Source: an optimization exercise on an open RTL-to-GDS flow (aim: small area, a short achievable clock period and few clock cycles). Production flows keep margins and buffers that such runs may drop.
Function was checked by simulation only, so behaviour that the tests miss may differ from the original.
Power and IR drop assume default switching activity.

==> flow/design.v (outline; a module is shown in full before it is edited, if it fits) <==
// module exponent: 3786 lines
// module exp_fa: 4 lines
// module exp_ha: 4 lines
module exponent (clock, reset_n, enable, x, a, p, ready);
  // ...
==> flow/flow/run.sh <==
#!/bin/bash
# The standard layout (standard.sh, unchanged synthesis), except that
# buffer_ports is told to use buf_2 for the port buffers instead of the
# delay-type buffer it picks on its own. Each step's output goes to its log.
set -euo pipefail
bash standard.sh synth > synth.log 2>&1
BUFFER_PORTS_ARGS="-buffer_cell sky130_fd_sc_hd__buf_2" bash standard.sh finish > finish.log 2>&1
==> flow/standard.sh <==
#!/bin/bash
# synth_recipe.tcl (not shown) runs the flow's synth.tcl, then flattens the netlist and writes it again
# the make line also repeats each setting of config.mk as NAME=value (left out here)
make -C /OpenROAD-flow-scripts/flow DESIGN_CONFIG=/design/flow/config.mk WORK_HOME=/design/flow/orfs CLKGATE_MAP_FILE= SYNTH_SCRIPT=/design/flow/synth_recipe.tcl "${@:-finish}"
==> flow/config.mk <==
export PLATFORM = sky130hd
export DESIGN_NAME = exponent
export DESIGN_NICKNAME = exponent
export VERILOG_FILES = /design/flow/design.v
export SDC_FILE = /design/flow/constraint.sdc
export NUM_CORES = 4
export LEC_CHECK = 0
export CAP_MARGIN = 20
export CORE_MARGIN = 2
export CORE_UTILIZATION = 40
export PLACE_DENSITY = 0.6
export SETUP_SLACK_MARGIN = 3.75
export SLEW_MARGIN = 20
export SYNTH_HIERARCHICAL = 1
==> flow/constraint.sdc <==
create_clock -name core_clock -period 10.0 [get_ports {clock}]
set_input_delay 2.0000 -clock core_clock [delete_from_list [all_inputs] [get_ports {clock}]]
set_output_delay 2.0000 -clock core_clock [all_outputs]
set_load 0.01 [all_outputs]
==> results.toml, run 1 <==
[clocking]
hold_buffers = 0
post_cts_buffers = 83
cts_made_buffers = 9
root_buffer = "clkbuf_16"
clk_latency_ps = 350
clk_pin_slew_ps = 70

[drt]
wl_per_cell_um = 25.6
dr.pass1.iters = 9
via_count = 17119

[sta]
fin_ws_ps = 3490
clock.fmax_mhz = 154
max_slew_margin_pct = 14.6
setup_viol = 0

[place]
dp_slack_ps = 2580
place_area_um2 = 22400

[worst_setup_path]
critPathLaunchType = "input port"
worst_setup_path_end_kind = "flop"
crit_arrival_ps = 6730
path_class = "input port to flop"
reg2reg_to = "nb[31]"

[global_routing]
grt_pass1_vias = 18675
overflow = 0

[final_layout]
final_area_um2 = 24500
clock_area_share_pct = 1.27
seq_share_pct = 9.10
drive_gt1_share_pct = 18.7
register_area_um2 = 2230

[pwr]
internal-power_mw = 3.98
p_seq_mw = 0.513
finalPower_mw = 7.98

[synth]
synth_area_leader_cell = "fa_1"
synth_top_flop_cell = "dfxtp_1"
synth_edf_count = 32
async_flop_share_pct = 0

[min_path]
hp-start = "e[1]"

[status]
run_status = "complete, no violations"

[floorplan]
start_util_pct = 40.3
Testbench counts, summed over its fixed seeds: cycles 2,126.
==> run 2, diff against run 1 <==
--- a/flow/config.mk
+++ b/flow/config.mk
@@ -11,3 +11,3 @@
 export PLACE_DENSITY = 0.6
-export SETUP_SLACK_MARGIN = 3.75
+export SETUP_SLACK_MARGIN = 3.5
 export SLEW_MARGIN = 20
==> results.toml, run 2 <==
[worst_setup_path]
critPathLaunchType = "input port"
worstPathRequired_ps = 10230
ff2ff_path_depth = 18
critPathMaxFanout = 5
worst_setup_path_end_kind = "flop"
path_class = "input port to flop"
crit_arrival_ps = 6790

[synth]
async_flop_share_pct = 0
syn_area_per_cell_um2 = 9.94
synth_top_area_share_pct = 49.9
synth_seq_area_share_pct = 10.4
yosysMostFrequentCell = "nor2_1"
synth_area_leader_cell = "fa_1"
synth.area.top_cells = "fa_1 (50%), nor2_1 (12%), ha_1 (6.5%), dfxtp_1 (5.9%), edfxtp_1 (4.6%)"
synth_edf_count = 32
synthTopCellsByCount = "nor2_1 (692), fa_1 (526), clkbuf_1 (121)"
syn_nets = 2824
yosysWarnings = 7
syn-cell-area_um2 = 21100
netlist_instances = 2121
yosys_register_bits = 94
ys_types = 64
synth_top_flop_cell = "dfxtp_1"

[pwr]
leakage_nw = 11.9
peakVddDrop_v = 0.000412
powerDensity_nw_per_um2 = 312

[final_layout]
final_nets = 2930
drive_gt1_share_pct = 16.1
largestRegisters = "np: 32 flops, nb: 31 flops, e: 29 flops"
final_common_cell = "nor2_1"
largest_register_ffs = 32
final_cell_mix = "nor2_1 (690), fa_1 (508), buf_4 (112)"
area_delta_synth_final_pct = 13.8
regMostFlops = "np"

[flow_run]
cap_violations = 0

[clocking]
clk_latency_ps = 360
cts_made_buffers = 9
clkSinkCount = 94
clk_pin_slew_ps = 70
cts.path.max_buffers = 2
root_buffer = "clkbuf_16"
htreeDepth = 3
cts_tree = "yes"

[min_path]
worstHoldPathCells = 1
hp-class = "flop to flop"

[place]
io_buffers = 99
routabilityCongestion = 0.903
dp_hpwl_mm = 51.7

[sta]
max_slew_margin_pct = 48.3
final_hold_viol_count = 0
clock_skew_ps = 11.5
maxSlewViolCount = 0
fin_tns_setup_ps = 0
clock.fmax_mhz = 153
setup_viol = 0
fin_hold_ws_ps = 488
fin_crit_ps = 6550
worst_pin_slew_ps = 776
rsz0062_at_grt = "yes"
post-route-period-util_pct = 65.5

[drt]
dr.pass1.iters = 5
wl_per_cell_um = 25.5
drt_iter0_markers = 1813
totalWireLength_mm = 74.3
avgViaCountPerCell = 5.85
antenna_left = 0
drc = 0
via_count = 17096

[floorplan]
start_util_pct = 40.3
die_area_um2 = 54600
core-area_um2 = 52300
io_pins = 100
rows = 84
die_y_um = 234
die_x_um = 234

[global_routing]
overflow = 0
grt_pass1_wl_mm = 114
antenna_found_initial = 2
grt_pass1_vias = 18856
track_usage_pct = 28.2
grt_start_max_net_pins = 63

[status]
run_status = "complete, no violations"
run 2: cell counts after synthesis:
Identical to the previous run, type by type.
run 2: critical path, stage by stage:
cell	delay, ps
buf_2	160
a21boi_4	260
buf_6	180
nor2_1	60
fa_1	470
fa_1	420
fa_1	530
fa_1	450
fa_1	560
ha_4	220
a21o_1	180
a21o_1	200
a21o_1	190
a21oi_1	140
inv_1	70
or3_1	310
o22ai_1	170
xnor2_1	140
nand2_1	60
run 2: logic make-up after synthesis:
logic type | Yosys count | share of synthesized area (%)
and+or+nand+nor | 814 | 15.3
adders and majority gates | 636 | 56.5
buffers and inverters | 225 | 4.21
AOI/OAI and AO/OA | 198 | 6.78
xor gates and xnor gates | 127 | 5.34
DFF | 94 | 10.4
muxes | 27 | 1.44
run 2: final timing paths:
| path | startpoint | to | slack (ps) |
|---|---|---|---|
| setup / recovery | x[17] | nb[31] | 3450 |
| hold / removal | e[2] | e[1] | 490 |
| setup reg to reg | nb[4] | np[31] | 3570 |
| hold reg to reg | e[2] | e[1] | 490 |
run 2: through the flow:
step / setup WS (ps) / total power [mW] / cells / instance area (um2) / utilization [%]
5_1_grt: 3290 / 8.16 / 2920 / 24000 / 45.8
3_3_place_gp: 2420 / 6.56 / 2807 / 22400 / 42.7
6_report: 3450 / 7.49 / 2920 / 24000 / 45.8
4_1_cts: 3500 / 7.32 / 2887 / 23600 / 45.2
3_5_place_dp: 2360 / 6.61 / 2808 / 22400 / 42.8
2_1_floorplan: 3500 / 5.19 / 2121 / 21400 / -
run 2: cell type report:
cell class | count | area [um2]
antenna | 1 | 2.50
inverter | 72 | 273
fill | 4969 | 28300
sequential | 94 | 2210
clock buffer | 12 | 300
clock inverter | 3 | 28.8
timing repair buffer | 248 | 2030
tap | 688 | 861
multi-input combinational | 1802 | 18300
run 2: layer usage:
layer	global-route usage [%]	routed length [um]	up-vias
met5	0	13	-
met4	11.1	2910	2
met3	7.37	8160	202
met2	43.7	33400	1037
met1	37.6	29800	8934
li1	-	-	6921
run 2: repair_timing:
action                                  4_1_cts  5_1_grt
hold buffers                                  0        0
buffers inserted                             60       31
resized for setup                            47       15
pin swaps                                    20        2
endpoints found under the setup margin       15       18
gates cloned                                  4        0
run 2: power by group:
group	internal [mW]	leakage, nW	total, mW	switching (mW)
clock network	0.216	0.163	0.381	0.165
logic	3.05	11.0	6.62	3.57
registers	0.442	0.783	0.493	0.0507
total	3.71	11.9	7.49	3.78
run 2: modules after synthesis (local to each module, per instance):
module,cells inside,flip-flops and latches
exponent,1547,94
exp_fa,1,0
exp_ha,1,0
==> run 3, diff against run 2 <==
==> flow/flow/run.sh (replaced) <==
#!/bin/bash
# The standard layout (standard.sh, unchanged synthesis), except that
# buffer_ports is told to use buf_1 for the port buffers instead of the
# delay-type buffer it picks on its own. Each step's output goes to its log.
set -euo pipefail
bash standard.sh synth > synth.log 2>&1
BUFFER_PORTS_ARGS="-buffer_cell sky130_fd_sc_hd__buf_1" bash standard.sh finish > finish.log 2>&1
==> results.toml, run 3 <==
[status]
run_status = "complete, no violations"

[drt]
avgViaCountPerCell = 5.88
wl_per_cell_um = 25.8
totalWireLength_mm = 75.7
via_count = 17225
drt_iter0_markers = 1868
antenna_left = 0
drc = 0
dr.pass1.iters = 5

[floorplan]
die_x_um = 234
start_util_pct = 40.3
core-area_um2 = 52300
io_pins = 100
die_y_um = 234
die_area_um2 = 54600
rows = 84

[place]
dp_hpwl_mm = 51.2
dp_slack_ps = 2490
dp_cells = 2810
io_buffers = 99
routabilityCongestion = 0.923

[sta]
fin_ws_ps = 3410
max_slew_margin_pct = 45.4
final_hold_viol_count = 0
worst_pin_slew_ps = 818
setup_viol = 0
clock_skew_ps = 9.89
post-route-period-util_pct = 65.9
maxSlewViolCount = 0
fin_crit_ps = 6590
fin_tns_setup_ps = 0
rsz0062_at_grt = "yes"
clock.fmax_mhz = 152

[clocking]
cts_made_buffers = 9
clk_latency_ps = 360
cts_tree = "yes"
cts.path.max_buffers = 2
root_buffer = "clkbuf_16"
hold_buffers = 0
htreeDepth = 3
clk_pin_slew_ps = 70
clkSinkCount = 94

[pwr]
p_seq_share_pct = 6.3
leakage_nw = 11.9
internal-power_mw = 3.87
power_frac_comb_pct = 88.9
powerDensity_nw_per_um2 = 323
p_clk_share_pct = 4.9
swShare_pct = 50.8
peakVddDrop_v = 0.000613
p_switching_mw = 3.99

[worst_setup_path]
startpoint = "x[16]"
timing.rr.start = "busy"
critPathMaxFanout = 11
path_class = "input port to flop"
critical-path-max-stage-delay_ps = 570
critPathLaunchType = "input port"
path_cells = "buf_2 > a21boi_2 > buf_6 > nor2_1 > fa_1 > fa_1 > fa_1 > fa_1 > fa_1 > ha_4 > a21o_1 > a21o_1 > a21o_1 > a21oi_1 > inv_1 > or3_1 > o22ai_2 > xnor2_1 > nand2_1"
crit_path_frequent_cell = "fa_1"
cp_slowest_cell = "fa_1"
crit_arrival_ps = 6820
worstPathRequired_ps = 10230
worst_setup_path_end_kind = "flop"

[final_layout]
final_cells = 2931
nFillCells = 4867
regMostFlops = "np"
area_delta_synth_final_pct = 15.2
final_common_cell = "nor2_1"
final_cell_mix = "nor2_1 (689), fa_1 (504), buf_4 (111)"
drive_gt1_share_pct = 13.7
largest_register_ffs = 32
largestRegisters = "np: 32 flops, nb: 31 flops, e: 29 flops"
final_nets = 2940

[synth]
syn-cell-area_um2 = 21100
syn_area_per_cell_um2 = 9.94
yosysWarnings = 7
syn_nets = 2824
yosys_register_bits = 94
synthTopCellsByCount = "nor2_1 (692), fa_1 (526), clkbuf_1 (121)"
netlist_instances = 2121
yosysMostFrequentCell = "nor2_1"
synth_top_flop_cell = "dfxtp_1"
synth_edf_count = 32
ys_types = 64
synth_top_area_share_pct = 49.9
synth.area.top_cells = "fa_1 (50%), nor2_1 (12%), ha_1 (6.5%), dfxtp_1 (5.9%), edfxtp_1 (4.6%)"
async_flop_share_pct = 0
synth_area_leader_cell = "fa_1"
synth_seq_area_share_pct = 10.4

[global_routing]
overflow = 0
antenna_found_initial = 2
grt_pass1_vias = 18597
track_usage_pct = 28.3
grt_start_max_net_pins = 63
grt_pass1_wl_mm = 115

[min_path]
hp-start = "e[6]"
hp-class = "flop to flop"

[flow_run]
cap_violations = 0
## run 3: cell counts after synthesis
Identical to the previous run, type by type.
## run 3: power by group through the flow
stage / Combinational, mW / Sequential [mW] / Clock [mW]
floorplan: 4.73 / 0.465 / 0
global placement: 6.04 / 0.506 / 0
detailed placement: 6.07 / 0.507 / 0
CTS: 6.47 / 0.492 / 0.386
global route: 7.65 / 0.493 / 0.402
finish: 6.98 / 0.492 / 0.383
## run 3: worst max-delay path: cells and delay by family
kind                     cells  cell delay [ps]
AO/OA/AOI/OAI                6             1100
buffers and inverters        3              470
XOR/XNOR                     1              140
AND/OR/NAND/NOR              3              480
adder cells (fa/ha/maj)      6             2630
## run 3: modules after synthesis (local to each module, per instance)
| module | cell area, um2 | flops+latches | times used | cells |
|---|---|---|---|---|
| exp_fa | 20.0 | 0 | 520 | 1 |
| exp_ha | 12.5 | 0 | 54 | 1 |
| exponent | 10000 | 94 | 1 | 1547 |
## run 3: final cells by class
class	count	area (um2)	share of cell area [%]
well taps	688	861	3.54
diodes	1	2.50	0.0103
clock buffers	9	225	0.927
repair buffers	258	2190	9.00
flip-flops and latches	94	2220	9.13
clock inverters	7	97.6	0.402
multi-input cells	1802	18400	75.9
inverters	72	273	1.12
## run 3: routing by layer
layer  vias up  track usage, %  part of all wire (%)
met4         0            10.1                   3.7
li1       6958               -                     -
met2      1220            44.2                    46
met5         -               0                     0
met1      8865            38.8                    39
met3       182            6.09                    12
## run 3: logic make-up after synthesis
kind of cell               count (synthesis)  synth area share [%]
DFF                                       94                  10.4
and+or+nand+nor                          814                  15.3
muxes                                     27                  1.44
adders and majority gates                636                  56.5
xor gates and xnor gates                 127                  5.34
buffers and inverters                    225                  4.21
AOI/OAI and AO/OA                        198                  6.78
## run 3: per-stage QoR
step | cell area (um2) | power, mW | hold slack (ps) | utilization (%)
after floorplan | 21400 | 5.19 | 429 | -
after CTS | 23600 | 7.35 | 492 | 45.2
after global routing | 24300 | 8.55 | 504 | 46.4
after detailed placement | 22300 | 6.58 | 472 | 42.5
after global placement | 22300 | 6.55 | 464 | 42.5
final | 24300 | 7.85 | 490 | 46.4
## run 3: repair_timing
item / 4_1_cts / 5_1_grt
pin swaps: 23 / 33
setup endpoints to repair: 16 / 17
buffers inserted: 57 / 37
endpoints found under the hold margin: 0 / 0
resized for setup: 69 / 59
cloned: 6 / 3
## run 3: worst paths after layout
path         depth (start not counted)  endpoint  slack (ps)
max                                 19    nb[31]        3410
min                                  1      e[5]         490
max reg2reg                         20    nb[31]        3620
min reg2reg                          1      e[5]         490

-- re-timing with driven ports --
The flow's constraints put no driver on any port. The routed layouts listed below were extracted and timed again, unchanged, in two steps. Step 1 (the two cells are an assumption about what drives the block):
set clk [get_ports {clock}]
set_driving_cell -lib_cell sky130_fd_sc_hd__clkbuf_16 $clk
set_driving_cell -lib_cell sky130_fd_sc_hd__buf_2 [delete_from_list [all_inputs] $clk]
Step 2 adds t to the input delays and takes it off the output delays; t is the mean of the earliest and latest rising clock arrival at the registers after step 1. Input paths then give back, and output paths get back, about the clock's delay inside the block. a / b / c = ideal / step 1 / step 2; a / b = the first two.
run	t (ns)	slack for setup (ns)	worst setup path after step 2	slew at the worst register clock pin (ns)	worst data-port slew with drivers (ns)
run 1	0.393	3.494 / 3.495 / 3.102	input to register	0.07 / 0.07	0.11
run 2	0.400	3.448 / 3.468 / 3.068	input to register	0.08 / 0.08	0.10
run 3	0.399	3.410 / 3.427 / 3.029	input to register	0.08 / 0.08	0.08
After both steps every run listed still meets setup and hold. The setup slack of run 1, which loses most, moves by +0.001 ns with the drivers and by -0.392 ns with both steps.
